Background: an optimization exercise with open tools, aiming at small area and a short achievable clock period. Do not read the settings as production practice.
The RTL was checked by simulation tests, not by an equivalence proof against the original design.
Power figures rest on the tool's default switching activity, not on a simulated workload.

## config.mk

```make
export PLATFORM = sky130hd
export DESIGN_NAME = top_riscv_cpu
export DESIGN_NICKNAME = top_riscv_cpu
export VERILOG_FILES = /design/flow/design.v
export SDC_FILE = /design/flow/constraint.sdc
export NUM_CORES = 4
export LEC_CHECK = 0
export CAP_MARGIN = 20
export CORE_MARGIN = 2
export CORE_UTILIZATION = 40
export SETUP_SLACK_MARGIN = 0.3
export SLEW_MARGIN = 20
```

## constraint.sdc

```tcl
create_clock -name core_clock -period 15.0 [get_ports {clk}]
set_input_delay 3.0000 -clock core_clock [delete_from_list [all_inputs] [get_ports {clk}]]
set_output_delay 3.0000 -clock core_clock [all_outputs]
set_load 0.01 [all_outputs]
```

## design.v

```verilog
module top_riscv_cpu (
    input         clk, reset,
    input         Ext_MemWrite,
    input  [31:0] Ext_WriteData, Ext_DataAdr,
    input  [31:0] Instr,
    output        MemWrite,
    output [31:0] WriteData, DataAdr, ReadData,
    output [31:0] PC, Result
);
wire [2:0] f3 = Instr[14:12];
wire [4:0] rd = Instr[11:7];
wire [4:0] a1 = Instr[19:15];
wire [4:0] a2 = Instr[24:20];
wire i2 = Instr[2], i3 = Instr[3], i4 = Instr[4], i5 = Instr[5], i6 = Instr[6];
wire is_load   = ~i6 & ~i4 & ~i5;
wire is_store  = ~i6 & ~i4 &  i5;
wire is_alu    = ~i6 &  i4 & ~i2;           
wire is_op     = is_alu & i5;
wire is_lui    = ~i6 &  i4 &  i2 &  i5;
wire is_auipc  = ~i6 &  i4 &  i2 & ~i5;
wire is_branch =  i6 & ~i2;
wire is_jal    =  i6 &  i3;
wire is_jalr   =  i6 &  i2 & ~i3;
wire is_jump   =  i6 &  i2;
wire reg_write = ~is_store & ~is_branch;
wire [31:0] imm_i = {{20{Instr[31]}}, Instr[31:20]};
wire [31:0] imm_s = {{20{Instr[31]}}, Instr[31:25], Instr[11:7]};
wire [31:0] imm_b = {{20{Instr[31]}}, Instr[7], Instr[30:25], Instr[11:8], 1'b0};
wire [31:0] imm_j = {{12{Instr[31]}}, Instr[19:12], Instr[20], Instr[30:21], 1'b0};
wire [31:0] imm_u = {Instr[31:12], 12'b0};
wire [31:0] imm_ls = is_store ? imm_s : imm_i;
reg  [31:0] pc_q;
reg  [31:0] rf   [1:31];
reg  [31:0] dmem [0:63];
wire [31:0] rs1, rs2;
wire [31:1] sel1, sel2;
genvar r, b, w, k;
generate
    for (r = 1; r < 32; r = r + 1) begin : g_rsel
        assign sel1[r] = (a1 == r);
        assign sel2[r] = (a2 == r);
    end
    for (b = 0; b < 32; b = b + 1) begin : g_rread
        wire [31:1] t1, t2;
        for (r = 1; r < 32; r = r + 1) begin : g_t
            assign t1[r] = sel1[r] & rf[r][b];
            assign t2[r] = sel2[r] & rf[r][b];
        end
        assign rs1[b] = |t1;
        assign rs2[b] = |t2;
    end
endgenerate
wire use_rs2 = (i5 & i4) | is_branch;
wire [31:0] opb = use_rs2 ? rs2 : imm_ls;
wire sub = (is_alu & ((f3[2:1] == 2'b01) | (i5 & (f3 == 3'b000) & Instr[30]))) | is_branch;
wire [32:0] sum33 = {1'b0, rs1} + {1'b0, opb ^ {32{sub}}} + {32'b0, sub};
wire [31:0] sum = sum33[31:0];
wire ltu = ~sum33[32];
wire lts = (rs1[31] ^ opb[31]) ? rs1[31] : ltu;
wire eq  = (sum == 32'b0);
wire        sll = ~f3[2];
wire [4:0]  shamt = opb[4:0];
wire [31:0] rs1_rev;
generate
    for (b = 0; b < 32; b = b + 1) begin : g_rev
        assign rs1_rev[b] = rs1[31-b];
    end
endgenerate
wire [31:0] sh_in = sll ? rs1_rev : rs1;
wire        sh_fill = ~sll & Instr[30] & rs1[31];
wire [63:0] sh_ext = {{32{sh_fill}}, sh_in};
wire [31:0] sh_r = sh_ext >> shamt;
wire [31:0] sh_rev;
generate
    for (b = 0; b < 32; b = b + 1) begin : g_rev2
        assign sh_rev[b] = sh_r[31-b];
    end
endgenerate
wire [31:0] sh_out = sll ? sh_rev : sh_r;
reg [31:0] alu_out;
always @(*) begin
    case (f3)
        3'b000: alu_out = sum;
        3'b001: alu_out = sh_out;
        3'b010: alu_out = {31'b0, lts};
        3'b011: alu_out = {31'b0, ltu};
        3'b100: alu_out = rs1 ^ opb;
        3'b101: alu_out = sh_out;
        3'b110: alu_out = rs1 | opb;
        default: alu_out = rs1 & opb;
    endcase
end
wire [31:0] pc4     = pc_q + 32'd4;
wire [31:0] imm_pc  = i2 ? (i3 ? imm_j : imm_u) : imm_b;
wire [31:0] pc_imm  = pc_q + imm_pc;
wire        cmp     = f3[2] ? (f3[1] ? ltu : lts) : eq;
wire        taken   = is_jal | (is_branch & (cmp ^ f3[0]));
wire [31:0] pc_next = is_jalr ? sum : (taken ? pc_imm : pc4);
always @(posedge clk or posedge reset) begin
    if (reset) pc_q <= 32'b0;
    else       pc_q <= pc_next;
end
wire [1:0] alo = rs1[1:0];
wire [1:0] blo = imm_ls[1:0];
wire [1:0] byte_off = alo + blo;
wire       c2 = (alo[1] & blo[1]) | ((alo[1] ^ blo[1]) & alo[0] & blo[0]);
wire [5:0] A = rs1[7:2];
wire [5:0] B = imm_ls[7:2];
wire [63:0] rsel;
generate
    for (w = 0; w < 64; w = w + 1) begin : g_sam
        localparam [5:0] K = w;
        wire [5:0] ok;
        assign ok[0] = (A[0] ^ B[0] ^ K[0]) == c2;
        for (k = 1; k < 6; k = k + 1) begin : g_b
            assign ok[k] = (A[k] ^ B[k] ^ K[k]) ==
                           ((A[k-1] & B[k-1]) | ((A[k-1] | B[k-1]) & ~K[k-1]));
        end
        assign rsel[w] = &ok;
    end
endgenerate
wire [31:0] word;
generate
    for (b = 0; b < 32; b = b + 1) begin : g_mread
        wire [63:0] t;
        for (w = 0; w < 64; w = w + 1) begin : g_t
            assign t[w] = rsel[w] & dmem[w][b];
        end
        assign word[b] = |t;
    end
endgenerate
reg [7:0] ld_byte;
always @(*) begin
    case (byte_off)
        2'b00: ld_byte = word[7:0];
        2'b01: ld_byte = word[15:8];
        2'b10: ld_byte = word[23:16];
        default: ld_byte = word[31:24];
    endcase
end
wire [15:0] ld_half = byte_off[1] ? word[31:16] : word[15:0];
wire        sgn = ~f3[2];
reg  [31:0] ld_data;
always @(*) begin
    if (f3[1])      ld_data = word;
    else if (f3[0]) ld_data = byte_off[0] ? 32'b0 : {{16{sgn & ld_half[15]}}, ld_half};
    else            ld_data = {{24{sgn & ld_byte[7]}}, ld_byte};
end
wire [31:0] wdata = reset ? Ext_WriteData : rs2;
wire [7:0]  lane0 = wdata[7:0];
wire [7:0]  lane1 = (f3[1] | f3[0] | reset) ? wdata[15:8] : wdata[7:0];
wire [7:0]  lane2 = (f3[1] | reset) ? wdata[23:16] : wdata[7:0];
wire [7:0]  lane3 = (f3[1] | reset) ? wdata[31:24] : ((f3[0]) ? wdata[15:8] : wdata[7:0]);
wire [3:0] be_core = f3[1] ? 4'b1111 :
                     f3[0] ? (byte_off == 2'b00 ? 4'b0011 : byte_off == 2'b10 ? 4'b1100 : 4'b0000) :
                             (4'b0001 << byte_off);
wire [5:0] ext_w = Ext_DataAdr[7:2];
generate
    for (w = 0; w < 64; w = w + 1) begin : g_mwrite
        wire wsel_ext  = reset & Ext_MemWrite & (ext_w == w);
        wire wsel_core = ~reset & is_store & rsel[w];
        always @(posedge clk) begin
            if (wsel_ext | (wsel_core & be_core[0])) dmem[w][7:0]   <= lane0;
            if (wsel_ext | (wsel_core & be_core[1])) dmem[w][15:8]  <= lane1;
            if (wsel_ext | (wsel_core & be_core[2])) dmem[w][23:16] <= lane2;
            if (wsel_ext | (wsel_core & be_core[3])) dmem[w][31:24] <= lane3;
        end
    end
endgenerate
reg [31:0] res;
always @(*) begin
    if (is_load)       res = ld_data;
    else if (is_alu)   res = alu_out;
    else if (is_lui)   res = imm_u;
    else if (is_auipc) res = pc_imm;
    else               res = pc4;
end
generate
    for (r = 1; r < 32; r = r + 1) begin : g_rwrite
        always @(posedge clk) begin
            if (~reset & reg_write & (rd == r)) rf[r] <= res;
        end
    end
endgenerate
assign PC        = pc_q;
assign Result    = res;
assign ReadData  = ld_data;
assign MemWrite  = reset ? Ext_MemWrite : is_store;
assign DataAdr   = reset ? Ext_DataAdr : sum;
assign WriteData = reset ? Ext_WriteData : rs2;
endmodule
```

## run.sh

```bash
#!/bin/bash
# synth_recipe.tcl (not shown) runs the flow's synth.tcl, then flattens the netlist and writes it again
# the make line also repeats each setting of config.mk as NAME=value (left out here)
make -C /OpenROAD-flow-scripts/flow DESIGN_CONFIG=/design/flow/config.mk WORK_HOME=/design/flow/orfs CLKGATE_MAP_FILE= SYNTH_SCRIPT=/design/flow/synth_recipe.tcl finish
```

==> results of run 1 <==
-- critical path: stages --
cell and delay [ns]:
clkdlybuf4s50_1 0.72, buf_4 0.25, and3b_2 0.50, and2_1 0.22, buf_4 0.62, a22oi_1 0.15
nand3_1 0.17, or4_1 0.43, inv_1 0.18, ha_1 0.59, xor2_2 0.48, buf_4 0.32
nand2_1 0.21, nor2_2 0.46, nand2_1 0.11, mux4_2 0.59, nand4_1 0.14, nor4_1 0.06
nand4_1 0.13, buf_4 0.21, o22ai_2 0.14, nor4_2 0.37, a31oi_4 0.05, nor4bb_1 0.17
buf_4 0.18, a311oi_4 0.74, clkdlybuf4s50_1 0.74
-- per-layer routing --
layer  wire [um]  global-route usage  part of all wire  vias up
li1            -                   -                 -    39967
met1      253000               0.536              0.36    54114
met2      291000               0.585              0.41    10453
met3      104000               0.132              0.15     2106
met4       56700               0.267             0.080       32
met5         319                   0           0.00045        -
-- cells by family (layout without fill, tap and decap cells) --
kind of cell | Yosys count | after routing | share of synthesized area
adders and majority gates | 140 | 140 | 0.0134
and+or+nand+nor | 2185 | 2185 | 0.0853
buffers and inverters | 791 | 1978 | 0.0239
xor gates and xnor gates | 135 | 135 | 0.00936
other | 0 | 26 | 0
muxes | 191 | 191 | 0.0180
AOI/OAI and AO/OA | 2706 | 2706 | 0.153
DFF | 3072 | 3072 | 0.697
-- state kept, by name, indices dropped and copies added (netlist names) --
register	flops
dmem	2048
pc_q	32
rf	992
-- Yosys cell counts (19+ instances only) --
cell type	number	area share
edfxtp_1	3040	0.69
a22oi_1	735	0.042
nand2_1	525	0.015
clkbuf_1	477	0.014
o21ai_0	464	0.018
nand3_1	421	0.016
a22o_1	320	0.021
a221oi_1	317	0.021
nand4_1	293	0.014
nor2_1	276	0.0078
and3_1	246	0.012
a21oi_1	189	0.0072
a222oi_1	138	0.010
ha_1	138	0.013
a32oi_1	121	0.0080
buf_2	113	0.0043
inv_1	103	0.0029
mux2i_1	92	0.0070
nor3_1	86	0.0033
buf_1	85	0.0024
xnor2_1	79	0.0052
a2111oi_0	74	0.0049
mux2_2	68	0.0058
or4_1	66	0.0037
and2_1	60	0.0028
nand2b_1	57	0.0027
xor2_1	52	0.0034
a21o_1	44	0.0025
o21a_1	41	0.0023
o221ai_1	41	0.0027
nor4_1	38	0.0018
a211oi_1	34	0.0019
a31oi_1	32	0.0015
dfrtp_1	32	0.0061
mux4_2	31	0.0053
or3_1	27	0.0013
o211ai_1	26	0.0015
nor2b_1	19	0.00090
-- cell usage in the layout (no fill, tap or decap), types with 30 or more instances in the layout --
cell,Yosys,layout
nand4_1,293,293
a2111oi_0,74,66
buf_4,1,939
a22oi_1,735,734
o221ai_1,41,41
clkdlybuf4s50_1,0,244
a32oi_1,121,116
xnor2_1,79,75
mux2i_1,92,92
nor2_4,0,61
a221oi_1,317,316
clkbuf_16,0,335
xor2_1,52,48
a211oi_1,34,30
a222oi_1,138,138
dfrtp_1,32,32
o21ai_1,3,75
a21o_1,44,44
clkbuf_1,477,62
o21a_1,41,41
buf_12,0,86
mux4_2,31,31
or4_1,66,62
clkinv_1,2,77
o21ai_2,1,119
nor3_1,86,59
inv_1,103,103
a21oi_1,189,183
clkinv_2,1,56
nor2_1,276,209
and3_1,246,243
nand2_1,525,522
nand3_1,421,421
o21ai_0,464,255
edfxtp_1,3040,3040
ha_1,138,138
a22o_1,320,320
mux2_2,68,66
and2_2,0,37
nand2b_1,57,56
-- stage by stage --
stage	area, um^2	utilization
floorplan	132000	-
global placement	148000	0.449
detailed placement	148000	0.449
CTS	158000	0.480
global route	159000	0.481
finish	159000	0.481
-- final cells by class --
class / count / area (um^2)
fill: 28556 / 171000
inverter: 110 / 415
tap: 4366 / 5460
clock buffer: 397 / 8620
sequential: 3072 / 92100
antenna: 26 / 65.1
clock inverter: 191 / 1670
timing repair buffer: 1280 / 11300
multi-input combinational: 5357 / 38900
-- where the power goes --
part	internal, mW	switching [mW]
logic	2.07	4.69
registers	10.1	0.123
clock network	4.45	3.56
total	16.6	8.38
-- repair_timing --
| item | 4_1_cts | 5_1_grt |
|---|---|---|
| cloned | 0 | 0 |
| pin swaps | 0 | 1 |
| gates resized for setup | 13 | 22 |
| setup endpoints to repair | 27 | 59 |
-- final timing paths --
kind,startpoint,to,slack [ns]
worst min register to register,pc_q[0]$_DFFE_PP0P_,pc_q[0]$_DFFE_PP0P_,0.62
max in group asynchronous,reset,pc_q[4]$_DFF_PP0_,11.20
min in group asynchronous,reset,pc_q[2]$_DFF_PP0_,2.96
worst max-delay path,Instr[16],Result[8],-0.01
worst min-delay path,pc_q[0]$_DFFE_PP0P_,pc_q[0]$_DFFE_PP0P_,0.62
worst max register to register,rf[30][1]$_DFFE_PP_,pc_q[7]$_DFF_PP0_,6.95
==> run summary, run 1 <==
status=failed layout checks; Failing Checks=setup timing; Ys Warns=3; final period utilization=1.00; Via Count=106672; Gate Count Post-Synth=slightly above 9000; DRC=0; post-synthesis sequential area ratio=0.697; TNS Setup=-0.00964 ns; clk root buf=clkbuf_16; Min-Delay Path Class=reg -> reg; Crit path required time=between 10 and 15 ns; Clk Latency, worst-skew pair=roughly 0.99 ns; Leakage=roughly 53 nW; critical path data arrival time=about 12 ns; Final setup violation count=1; shortest period the worst path allows=around 15 ns; Mean Syn Cell Area=around 14 um^2; first-pass GRT wire length=917000 um; die boundary width=579 um; Layout Skew=0.0908 ns; hold buffers post-CTS=0; PortBufs=~260; clk buf depth=4; FF-to-FF path depth=28; maximum VDD drop=~110 uV; core area=0.330 mm^2; drt via density=between 7 and 8; fin. max-slew vios=0; Routability Congestion=1.02; detailed placement HPWL=roughly 470000 um; crit path kind=in -> out; Worst Tran Pin Value=1.26 ns; hold_ws=between 0.6 and 0.7 ns; Wirelength per Cell=roughly 48 um; PwrDens=roughly 160 mW/mm^2; Total Power=25.0 mW; Max Cap Viol=0; Yosys cell types=97; Worst-path clk slew=roughly 0.060 ns; Die Y-Extent=between 500 and 600 um; number of CTS-inserted buffers=330; RSZ-0062 raised after global routing=no; Nets=~10000; final setup margin=-0.00964 ns; gr usage total=0.410; Iter 0 DRT Violations=between 20000 and 25000; wirelength, routed=705000 um; crit end category=primary output; I/O Pins=260; dpl ws=-0.0461 ns; grt ovf=0; vias in the first global route=97920; Syn Nets=approximately 9500; clk sinks=roughly 3100; Initial Utilization=0.401; ys flop type=edfxtp_1; DRT antenna net count=0; Non-Filler Instances=~15000; placed insts=around 14000; CP Max Fanout=22; EDFF count, synth=between 3000 and 4000; post-CTS setup buffers=0; DIE AREA=about 0.34 mm^2; Critical Path Start Type=input pin; slew margin rel.=0.157; maximum clock frequency=around 67 MHz; H-tree depth=5; initial antenna violation count=71; drt first pass iters=9; Row Count=around 210; endpoints failing hold=0; share of layout cells above drive strength 1=0.191; largest net degree at the start of global routing=66; ys async rst share=0.0104; CTS tree=yes; synthesized cell area=around 0.13 mm^2; number of synthesized register bits=roughly 3100; P&R area growth vs syn=20.0%; WHS Path Cells=1
==> inputs of run 2 (changes only) <==
--- a/config.mk
+++ b/config.mk
@@ -8,5 +8,5 @@
 export CAP_MARGIN = 20
 export CORE_MARGIN = 2
 export CORE_UTILIZATION = 40
-export SETUP_SLACK_MARGIN = 0.3
+export SETUP_SLACK_MARGIN = 5
 export SLEW_MARGIN = 20
==> run 2 against run 1 <==
  * The run now finishes clean
  * Critical path type unchanged
  * Register-to-register slack improved by 0.34 ns
  * Clock power rose by 2.6%
  * Non-clock buffer count rose by 772
  * Die area did not move
==> run summary, run 2 <==
reg2reg setup slack=approximately 7.3 ns; Worst Tran Pin Value=around 1.3 ns; WHS Path Cells=1; crit end category=primary output; hold buffers post-CTS=0; synthesized cell area=0.132 mm^2; Wirelength per Cell=about 47 um; CP Max Fanout=5; shortest period the worst path allows=about 13 ns; largest net degree at the start of global routing=between 60 and 70; biggest regs=dmem x2048, rf x992, pc_q x32; Syn Nets=about 9500; Mean Syn Cell Area=roughly 14 um^2; crit-path max cell delay=0.61 ns; die boundary width=between 500 and 600 um; drt first pass iters=14; most used cell, CP=buf_6; P&R area growth vs syn=31.5%; post-synthesis sequential area ratio=0.697; Core Util, Final=0.527; number of CTS-inserted buffers=about 330; Routability Congestion=approximately 1; DIE AREA=between 0.3 and 0.4 mm^2; endpoints failing hold=0; DRC=0; count leader, synth=edfxtp_1; Synth top area share=0.691; Worst-path clk slew=0.07 ns; drt via density=7.14; Biggest register=dmem; commonest non-fill, non-tap cells in the layout=edfxtp_1, buf_4, a22oi_1; dominant cell type by area after synthesis=edfxtp_1; PortBufs=257; FF-to-FF path depth=31; Multi-input gate area=around 0.044 mm^2; post-route cell area=~0.17 mm^2; core area=0.330 mm^2; Yosys cell types=97; Critical Path Start Type=input pin; Layout Skew=just over 0.08 ns; Row Count=between 200 and 250; Leakage=60.1 nW; initial antenna violation count=50; share of layout cells above drive strength 1=0.310; Nets=around 11000; I/O Pins=260; RSZ-0062 raised after global routing=yes; Crit path required time=12.00 ns; fin. max-slew vios=0; Clk Latency, worst-skew pair=1.00 ns; max reg flops=2048; HP Start=pc_q[0]$_DFFE_PP0P_; TNS Setup=0 ns; grt ovf=0; status=no timing/DRC/antenna violations; r2r endpoint=pc_q[31]$_DFF_PP0_; maximum clock frequency=79.9 MHz; PwrDens=155 mW/mm^2; Initial Utilization=0.401; final period utilization=0.834; Hold Path End=pc_q[0]$_DFFE_PP0P_; maximum VDD drop=roughly 120 uV; clk buf depth=4; Total Power=between 20 and 30 mW; number of synthesized register bits=between 3000 and 4000; commonest non-fill, non-tap cell in the layout=edfxtp_1; Post-synth top cells=edfxtp_1, a22oi_1, nand2_1, clkbuf_1, o21ai_0; crit path kind=in -> out; first-pass GRT wire length=roughly 960000 um; ys flop type=edfxtp_1; Ys Warns=3; gr usage total=0.428; Final setup violation count=0; CTS tree=yes; DRT antenna net count=0; clk sinks=just over 3000; fill count=between 20000 and 30000; Min-Delay Path Class=reg -> reg; RR Startpoint=rf[1][0]$_DFFE_PP_; critical path data arrival time=about 9.5 ns; Seq. cell area=0.0921 mm^2; vias in the first global route=a little over 100k; Synth area leaders=edfxtp_1, a22oi_1, a22o_1, a221oi_1, o21ai_0; ys async rst share=0.0104; Via Count=about 110k; Iter 0 DRT Violations=~22000; Worst path slowest cell=or4_4; detailed placement HPWL=between 400000 and 500000 um; Gate Count Post-Synth=between 9000 and 10000; clk root buf=clkbuf_16; placed cell area=0.149 mm^2; slew margin rel.=0.147; Die Y-Extent=579 um; Max Cap Viol=0; wirelength, routed=736000 um; EDFF count, synth=between 3000 and 4000; H-tree depth=5
==> run 2: cell counts after synthesis <==
No cell type changed its count.
==> run 2: report_power, final <==
part / switching, mW / leakage [nW] / internal, mW
registers: 0.108 / 27.8 / 10.1
logic: 5.28 / 27.1 / 3.25
clock network: 3.57 / 5.15 / 4.66
total: 8.96 / 60.1 / 18.0
==> run 2: kinds of logic (layout without fill, tap and decap cells) <==
family,after synthesis,after routing,synth area share
other cells,0,31,0
simple gates,2185,2194,0.0853
compound gates,2706,2706,0.153
buf+inv,791,2749,0.0239
mux,191,191,0.0180
fa+ha+maj,140,140,0.0134
xor+xnor,135,135,0.00936
flops,3072,3072,0.697
==> run 2: layer usage <==
| metal | up-vias | global-route usage | wire length, um |
|---|---|---|---|
| li1 | 41563 | - | - |
| met1 | 55921 | 0.529 | 250000 |
| met2 | 10873 | 0.630 | 313000 |
| met3 | 2866 | 0.122 | 99100 |
| met4 | 36 | 0.337 | 72700 |
| met5 | - | 0 | 253 |
==> run 2: how the worst max path moves through the flow <==
stage | from | end | cells past startpoint | slack, ns
finish | Instr[18] | Result[12] | 33 | 2.49
global route | Instr[18] | Result[12] | 34 | 2.53
CTS | Instr[18] | Result[8] | 29 | 2.74
floorplan | Instr[18] | Result[28] | 27 | 3.62
global placement | Instr[15] | Result[28] | 25 | 0.22
detailed placement | Instr[15] | Result[8] | 24 | 0.21
==> run 2: final cells by class <==
type / count / share of cell area
timing repair buffer: 2052 / 0.123
sequential: 3072 / 0.530
clock buffer: 387 / 0.0492
multi-input combinational: 5366 / 0.252
inverter: 110 / 0.00257
clock inverter: 200 / 0.0116
antenna: 31 / 0.000446
tap: 4366 / 0.0314
==> run 2: repair_timing <==
| item | 4_1_cts | 5_1_grt |
|---|---|---|
| cloned | 37 | 3 |
| pin swaps | 352 | 227 |
| gates resized for setup | 1382 | 325 |
| hold endpoints to repair | 0 | 0 |
| setup endpoints to repair | 1151 | 112 |
| setup buffers | 645 | 130 |
==> run 2: through the flow <==
stage / std cells / hold slack (ns) / setup WS [ns]
6_report: 15584 / 0.573 / 2.49
5_1_grt: 15557 / 0.597 / 2.53
4_1_cts: 15419 / 0.567 / 2.74
3_5_place_dp: 14150 / 0.553 / 0.213
3_3_place_gp: 14145 / 0.555 / 0.217
2_1_floorplan: 9220 / 0.572 / 3.62
==> run 2: critical path, delay by kind of cell <==
family	cells	cell delay, ns
adder cells (fa/ha/maj)	1	0.44
AND/OR/NAND/NOR	10	2.43
XOR/XNOR	1	0.10
buffers and inverters	14	1.97
AO/OA/AOI/OAI	7	1.49

## re-timing with driven ports
The results above use ideal ports. As a check the final layouts listed here were re-extracted and re-timed, cells and wires unchanged.
Step 1 (the two cells are an assumption about what drives the block):
set clk [get_ports {clk}]
set_driving_cell -lib_cell sky130_fd_sc_hd__clkbuf_16 $clk
set_driving_cell -lib_cell sky130_fd_sc_hd__buf_2 [delete_from_list [all_inputs] $clk]
Step 2 times the ports against the registers' clock, not the clock port: input delays grow and output delays shrink by t, the midpoint of the rising clock arrivals with the driver on.
a / b / c = no drivers / after step 1 / after step 2; a / b = the first two.
run | shift t [ns] | slack for setup (ns) | worst data-port slew with drivers (ns)
run 1 | 1.064 | -0.010 / -0.049 / -0.049 | 0.23
run 2 | 1.068 | 2.488 / 2.319 / 2.319 | 0.21
For run 2, which loses most, drivers alone change the setup slack by -0.169 ns; drivers and shift together by -0.169 ns.
